Context: an optimization exercise on an open-source flow, tuned for small area. The choices shown serve that exercise and are no tape-out recipe. In this exercise RTL edits were held to simulation tests only and were not proved equivalent to the original. Power and IR drop assume default switching activity.

==> design/flow/design.v <==
`timescale 1ns / 1ps
module top(
  input clk,
  input clr,
  input start,
  input day,
  input Wait,
  input display_d,    
  input display_w,    
  output reg[3:0]an,
  output reg[6:0]seg7,
  output reg over_3_day ,  
  output reg over_10_day,
  output reg over_10_night,
  output reg dp
    );
	reg clk_1hz;
	reg [15:0]distance;  
	reg [15:0]fee;       
	reg [15:0]wait_time;
	reg [3:0]fee_z;      
   reg [31:0]count1;
   reg [31:0]count2;
   reg [3:0]Num;
   reg clk_1khz;    
   reg [1:0]cnt;
	reg[3:0] m_one,m_ten,m_hun,m_tho;  
	reg[15:0]comb1;
	reg[3:0]comb1_a,comb1_b,comb1_c,comb1_d;
	reg[3:0] d_one,d_ten,d_hun,d_tho;   
	reg[15:0] comb2;
	reg[3:0]comb2_a,comb2_b,comb2_c,comb2_d;
   parameter S_price1=14,S_price2=17;
   parameter DIV_1HZ='d24;    
   parameter DIV_1KHZ='d3;    
   wire tick_1hz  = (count1==DIV_1HZ)  && !clk_1hz;
   wire tick_1khz = (count2==DIV_1KHZ) && !clk_1khz;
always@(posedge clk or posedge clr)
  begin
	if(clr)
	  begin
	   clk_1hz<=0;
	   count1<=0;
	  end
	else if(count1==DIV_1HZ)
	  begin
	   clk_1hz<=~clk_1hz;
	   count1<=0;
		end
	else count1<=count1+1;
	end
always@(posedge clk or posedge clr)
  begin
   if(clr)
	 distance<=0;
	else if(tick_1hz)
	 begin
	 if(!start)
	  distance<=0;
	 else if(!Wait)
	   begin
		 if(distance[3:0]=='d9&&distance[7:4]=='d9&&distance[11:8]=='d9)
		  begin
		   distance[3:0]<=0;
			distance[7:4]<=0;
			distance[11:8]<=0;
			distance[15:12]<=distance[15:12]+1;
			end
		else if(distance[3:0]=='d9&&distance[7:4]=='d9)
        begin
         distance[3:0]<=0;
         distance[7:4]<=0;
         distance[11:8]<=distance[11:8]+1;
         end
		else if(distance[3:0]=='d9)
        begin
         distance[3:0]<=0;
         distance[7:4]<=distance[7:4]+1;
         end
		else distance[3:0]<=distance[3:0]+1;
	  end
	 end
  	 end
  always@(posedge clk or posedge clr)
    begin
	  if(clr)
	    wait_time<=0;
	  else if(tick_1hz)
	   begin
	   if(!start)
         wait_time<=0;
       else if(Wait)
         wait_time<=wait_time+1;
	   end
   end
	always@(posedge clk or posedge clr)
  begin
   if  (clr)
	  begin
	  fee<=0;
	  over_3_day<=0;
	  over_10_day<=0;
	  over_10_night<=0;
	  end
	else if(!start) fee<=0;
	else
	 begin
	  if(day)
	   begin
		 if((distance[3:0]+10*distance[7:4]+100*distance[11:8]+1000*distance[15:12])<=3)
		  begin
		  fee<=S_price1+wait_time[15:1];
		  over_3_day<=0;
		  over_10_day<=0;
		  over_10_night<=0;
		  end
		 else if((distance[3:0]+10*distance[7:4]+100*distance[11:8]+1000*distance[15:12])<=10)
        begin
		  fee<=S_price1+3*((distance[3:0]+10*distance[7:4]+100*distance[11:8]+1000*distance[15:12])-3)+wait_time[15:1];
		  over_3_day<=1;
		  over_10_day<=0;
		  over_10_night<=0;
		  end
       else if((distance[3:0]+10*distance[7:4]+100*distance[11:8]+1000*distance[15:12])>10)
        begin
		  fee<=S_price1+4*((distance[3:0]+10*distance[7:4]+100*distance[11:8]+1000*distance[15:12])-10)+21+wait_time[15:1];		  over_10_day<=1;
		  over_3_day<=0;
		  over_10_night<=0;
		  end
       end
     if(!day)
      begin
       if((distance[3:0]+10*distance[7:4]+100*distance[11:8]+1000*distance[15:12])<=10)
        begin
		  fee<=S_price2+4*(distance[3:0]+10*distance[7:4]+100*distance[11:8]+1000*distance[15:12])+wait_time[15:1];
		  over_3_day<=0;
		  over_10_day<=0;
		  over_10_night<=0;
		  end
		else if((distance[3:0]+10*distance[7:4]+100*distance[11:8]+1000*distance[15:12])>10)
		  begin
        fee<=S_price2+5*((distance[3:0]+10*distance[7:4]+100*distance[11:8]+1000*distance[15:12])-10)+40+wait_time[15:1];
		  over_10_night<=1;
		  over_3_day<=0;
		  over_10_day<=0;
		  end
       end
      end
     end
  always@(posedge clk or posedge clr)
   begin
	 if(clr)
	   fee_z<=4'b0000;
	 else if(wait_time[0]==1)
	   fee_z<=4'b0101;
	 else fee_z<=4'b0000;
   end
always@(posedge clk or posedge clr)
   begin
	if(clr)
	 begin
	  comb1<='d0;
	  comb1_a<='b0000;
	  comb1_b<='b0000;
	  comb1_c<='b0000;
	  comb1_d<='b0000;
	  m_one<='b0000;
	  m_ten<='b0000;
	  m_hun<='b0000;
	  m_tho<='b0000;
	 end
	else if(comb1<fee)
     begin
	 if (comb1_a=='d9&&comb1_b=='d9&&comb1_c=='d9)
		begin
	      comb1_a<='b0000;
	      comb1_b<='b0000;
          comb1_c<='b0000;
          comb1_d<=comb1_d+1;
          comb1<=comb1+1;
        end
     else if(comb1_a=='d9&&comb1_b=='d9)
        begin
          comb1_a<='b0000;
          comb1_b<='b0000;
          comb1_c<=comb1_c+1;
          comb1<=comb1+1;
        end
     else if(comb1_a=='d9)
        begin
	      comb1_a<='b0000;
	      comb1_b<=comb1_b+1;
	      comb1<=comb1+1;
	    end
	 else
	  begin
		comb1_a<=comb1_a+1;
		comb1<=comb1+1;
      end
	 end
	else if (comb1==fee)
		begin
	      m_one<=comb1_a;
	      m_ten<=comb1_b;
	      m_hun<=comb1_c;
	      m_tho<=comb1_d;
	    end
	else if (comb1>fee)
	    begin
			comb1_a<='b0000;
			comb1_b<='b0000;
            comb1_c<='b0000;
            comb1_d<='b0000;
            comb1<='d0;
        end
 end
  always@(posedge clk or posedge clr)
   begin
	if(clr)
	 begin
	  comb2<='d0;
	  comb2_a<='b0000;
	  comb2_b<='b0000;
	  comb2_c<='b0000;
	  comb2_d<='b0000;
	  d_one<='b0000;
	  d_ten<='b0000;
	  d_hun<='b0000;
	  d_tho<='b0000;
	 end
	else if(comb2<wait_time)
     begin
	  if (comb2_a=='d9&&comb2_b=='d9&&comb2_c=='d9)
		begin
	      comb2_a<='b0000;
	      comb2_b<='b0000;
          comb2_c<='b0000;
          comb2_d<=comb2_d+1;
          comb2<=comb2+1;
        end
     else if(comb2_a=='d9&&comb2_b=='d9)
        begin
          comb2_a<='b0000;
          comb2_b<='b0000;
          comb2_c<=comb2_c+1;
          comb2<=comb2+1;
        end
     else if(comb2_a=='d9)
        begin
	      comb2_a<='b0000;
	      comb2_b<=comb2_b+1;
	      comb2<=comb2+1;
	    end
	 else
	  begin
		comb2_a<=comb2_a+1;
		comb2<=comb2+1;
      end
	 end
	else if (comb2==wait_time)
		begin
	      d_one<=comb2_a;
	      d_ten<=comb2_b;
	      d_hun<=comb2_c;
	      d_tho<=comb2_d;
	    end
	else if (comb2>wait_time)
	    begin
			comb2_a<='b0000;
			comb2_b<='b0000;
            comb2_c<='b0000;
            comb2_d<='b0000;
            comb2<='d0;
        end
 end
 always@(posedge clk or posedge clr)
    begin
		if(clr)
			begin clk_1khz<=0;count2<='d0;end
		else if(count2==DIV_1KHZ)
			begin clk_1khz<=~clk_1khz;count2<='d0;end
		else
		 begin count2<=count2+1;end
      end
always@(posedge clk or posedge clr)
   begin
	 if(clr)
	   cnt<=0;
	 else if(tick_1khz)
	   cnt<=cnt+1;
	 end
always@(*)
 begin
  if(display_d==1&&display_w==0)
   begin
	case(cnt)
	 'b00:begin Num=distance[3:0];dp=1;an='b1110;end
	 'b01:begin Num=distance[7:4];dp=1;an='b1101;end
	 'b10:begin Num=distance[11:8];dp=1;an='b1011;end
	 default:begin Num=distance[15:12];dp=1;an='b0111;end
    endcase
  end
 else if(display_d==0&&display_w==1)
   begin
	case(cnt)
	 'b00:begin Num=d_one;dp=1;an='b1110;end
	 'b01:begin Num=d_ten;dp=1;an='b1101;end
	 'b10:begin Num=d_hun;dp=1;an='b1011;end
	 default:begin Num=d_tho;dp=1;an='b0111;end
  endcase
  end
 else
    begin
    case(cnt)
      'b00:begin Num=fee_z;dp=1;an='b1110;end
	   'b01:begin Num=m_one;dp=0;an='b1101;end
	   'b10:begin Num=m_ten;dp=1;an='b1011;end
	   default:begin Num=m_hun;dp=1;an='b0111;end
    endcase
	 end
  end
always@(*)
 begin
 case(Num)
 0:seg7=7'b0000001;
 1:seg7=7'b1001111;
 2:seg7=7'b0010010;
 3:seg7=7'b0000110;
 4:seg7=7'b1001100;
 5:seg7=7'b0100100;
 6:seg7=7'b0100000;
 7:seg7=7'b0001111;
 8:seg7=7'b0000000;
 9:seg7=7'b0000100;
 default:seg7=7'b1111111;
 endcase
 end
endmodule
==> design/flow/run.sh <==
#!/bin/bash
# synth_recipe.tcl (not shown) runs the flow's synth.tcl, then flattens the netlist and writes it again
# the make line also repeats each setting of config.mk as NAME=value (left out here)
make -C /OpenROAD-flow-scripts/flow DESIGN_CONFIG=/design/flow/config.mk WORK_HOME=/design/flow/orfs CLKGATE_MAP_FILE= SYNTH_SCRIPT=/design/flow/synth_recipe.tcl finish
==> design/flow/config.mk <==
export PLATFORM = sky130hd
export DESIGN_NAME = top
export DESIGN_NICKNAME = top
export VERILOG_FILES = /design/flow/design.v
export SDC_FILE = /design/flow/constraint.sdc
export NUM_CORES = 4
export LEC_CHECK = 0
export CAP_MARGIN = 20
export CORE_MARGIN = 2
export CORE_UTILIZATION = 40
export SLEW_MARGIN = 20
==> design/flow/constraint.sdc <==
create_clock -name core_clock -period 10.0 [get_ports {clk}]
set_input_delay 2.0000 -clock core_clock [delete_from_list [all_inputs] [get_ports {clk}]]
set_output_delay 2.0000 -clock core_clock [all_outputs]
set_load 0.01 [all_outputs]
==> summary.txt <==
- Critical Path RT: 10.41 ns
- Global-route wire length before repair: between 70000 and 80000 um
- Io pins: 22
- Nets: approximately 2300
- Synth Register Bits: 208
- Mapped cell area: about 18000 um2
- Largest net degree at the start of global routing: 97
- Fill count: 4280
- Critical R2R Launch: distance[14]
- Critical Path Start: distance[14]
- Arr. time, crit path: around 8.4 ns
- Seq/Total Area, Yosys: 29.48%
- Async set or reset register ratio after synthesis: 100.0%
- Layout Skew: 0.01944 ns
- Yosys top cell area share: 29.48%
- # Post-CTS Setup Buffers: 0
- Largest cells by area after synthesis: dfrtp_1, ha_1, xnor2_1, fa_1, nand2_1
- Drt drc: 0
- Fin. Hold Viols: 0
- DP Wirelength: 32630 um
- Root Buffer: clkbuf_16
- Overall power: 4.550 mW
- Crit path kind: flop to flop
- Core Area: around 43000 um2
- Die X-Extent: roughly 210 um
- RSZ-0062 raised after global routing: no
- Main flop type after synthesis: dfrtp_1
- TritonCTS clock tree: done
- Initial antenna violation count: 0
- Clk slew on worst S/H paths: 0.07 ns
- Worst-Skew Late Latency: approximately 0.55 ns
- Fraction of layout cells with a size suffix above 1: 4.046%
- Min cycle time layout: 8.020 ns
- Hold Buf Count CTS: 0
- Final setup fails: 0
- Site Rows: 76
- Vias per inst: 5.448
- CTS Buf Count: 23
- Distinct cells, synth: 74
- CTS Buffer Depth: 3
- Via count: approximately 14000
- GRT Total Usage: 18.72%
- H-tree Lvls: 1
- Worst slew pin tran: between 0.8 and 0.9 ns
- DIE HEIGHT: 214.1 um
- Avg Inst Size Synth: 8.917 um2
- Post-Syn Instances: 1980
- PwrDens: 236.6 nW/um2
- Area growth syn-to-layout: 8.922%
- Placer congestion estimate: 0.8664
- Min-delay src: d_ten[2]
- Synthesis Warnings: 1
- CP Max Fanout: 9
- Post-cts sizing count: 0
- Post-synth EDFFs: 0
- Tcrit/Tclk final: 80.20%
- Clock Sinks: 208
- Routed WL per cell: between 15 and 20 um
- Diode count: 0
- Crit start category: flop
- Gr ovfl total: 0
- Final ANT Viol Nets: 0
- Fin. max-slew vios: 0
- Synth area leader: dfrtp_1
- Commonest cells in the netlist: ha_1, dfrtp_1, nand2_1
- Most numerous cell in the Yosys netlist: ha_1
- Worst Hold Class: flop to flop
- Port-buffer cells: 21
- Number of global-route vias before repair: about 14000
- Initial Util: 40.72%
- Syn_nets: 2279
- Critical path capture point type: flop
- Fin Setup TNS: 0 ns
- Slew margin rel.: 42.07%
- Fmax: approximately 120 MHz
- Routed WL: between 40000 and 50000 um
- Starting DRT DRC Count: roughly 950
- DRT Pass-1 Iters: 5
- Status: no timing/DRC/antenna violations
- Worst VDD drop: 0.1689 mV
- Leakage: 9.179 nW
- Number of max-cap violations: 0
- Full die area: 45840 um2
## worst paths after layout
path / end / slack (ns) / depth (start not counted)
min: d_ten[2] / 0.47 / 2
min reg2reg: d_ten[2] / 0.47 / 2
max: fee[14] / 1.98 / 26
min in group asynchronous: count2[19] / 1.92 / 2
max reg2reg: fee[14] / 1.98 / 26
max in group asynchronous: count1[9] / 6.86 / 3
## critical path: stages (launching register included)
cell      delay (ns)
dfrtp_1         0.56
ha_1            0.32
fa_1            0.54
inv_1           0.07
fa_1            0.52
fa_1            0.56
inv_1           0.04
ha_1            0.28
ha_1            0.39
a21o_1          0.22
a221oi_2        0.32
xnor2_1         0.22
or4b_1          0.66
nand2b_4        0.21
nor2_1          0.13
xor2_1          0.28
fa_1            0.48
ha_1            0.30
ha_1            0.35
nand3_1         0.10
nand2_1         0.05
a41o_1          0.22
o41ai_1         0.32
xnor2_1         0.11
mux2_2          0.26
o21ai_0         0.20
o21ai_0         0.15
## registers in the layout, indices dropped and copies added, names as in the netlist, 16 cells and up
| register | cells |
|---|---|
| fee | 16 |
| comb1 | 16 |
| count1 | 32 |
| count2 | 32 |
| wait_time | 16 |
| comb2 | 16 |
| distance | 16 |
## power by group
| part | switching (mW) | internal (mW) |
|---|---|---|
| Combinational | 1.56 | 1.18 |
| Clock | 0.361 | 0.463 |
| Sequential | 0.0776 | 0.913 |
## layout by cell type (no fill, tap or decap), drive strengths merged, types with 48 or more instances in the layout
cell	instances
xnor2	124
ha	245
inv	181
nand3	74
o21ai	137
nand2	204
nor2	129
xor2	48
a21oi	87
dfrtp	208
## cell families after synthesis
kind of cell,after synthesis,synth area share [%]
and+or+nand+nor,632,17.35
AOI/OAI and AO/OA,404,14.42
adders and majority gates,292,22.69
buffers and inverters,232,5.046
DFF,208,29.48
xor gates and xnor gates,172,8.575
muxes,40,2.438
## per-layer routing
| metal | GRT usage (%) | share of wire, % |
|---|---|---|
| met1 | 26.34 | 48 |
| met2 | 30.63 | 45 |
| met3 | 2.553 | 4.8 |
| met4 | 4.213 | 2.0 |
| met5 | 0 | 0 |
## per-stage QoR
step / std cells / worst slack, ns / utilization (%) / instance area [um2] / hold slack (ns)
6_report: 2587 / 1.980 / 44.35 / 19230 / 0.4688
5_1_grt: 2587 / 1.413 / 44.35 / 19230 / 0.4811
4_1_cts: 2587 / 1.978 / 44.34 / 19220 / 0.4719
3_5_place_dp: 2548 / 2.031 / 42.69 / 18510 / 0.4576
3_3_place_gp: 2548 / 2.174 / 42.69 / 18510 / 0.4523
2_1_floorplan: 1980 / 2.319 / - / 17660 / 0.4376
## final cells by class
cell class,instances,area (um2),area share (%)
Clock buffer,34,666.9,3.468
Clock inverter,5,45.04,0.2342
Inverter,180,683.2,3.552
Tap cell,585,732.0,3.806
Timing Repair Buffer,35,315.3,1.640
Sequential cell,208,5205,27.07
Multi-Input combinational cell,1540,11580,60.23

[afterwards: timing with drivers on the ports]
In the flow no input, the clock included, has a driving cell. The finished layout below was timed again as built, in two steps. Step 1, drivers: a clkbuf_16 drives clk and a buf_2 each remaining input, both assumed. Step 2, shift: input delay + t, output delay - t, t = (earliest + latest rising clock arrival at the registers) / 2. This alone moves slack from input paths to output paths. Three values: ideal ports, drivers, drivers and shift; two values: the first two.
t, ns: 0.595
setup WS [ns]: 1.980 / 1.980 / 1.980
latest minus earliest clock arrival (ns): 0.019 / 0.020
worst register clock-pin slew, ns: 0.07 / 0.07
worst slew at a driven data input, ns: 0.05
After both steps this run still meets setup and hold. For this run, drivers alone change the setup slack by 0.000 ns; drivers and shift together by 0.000 ns.
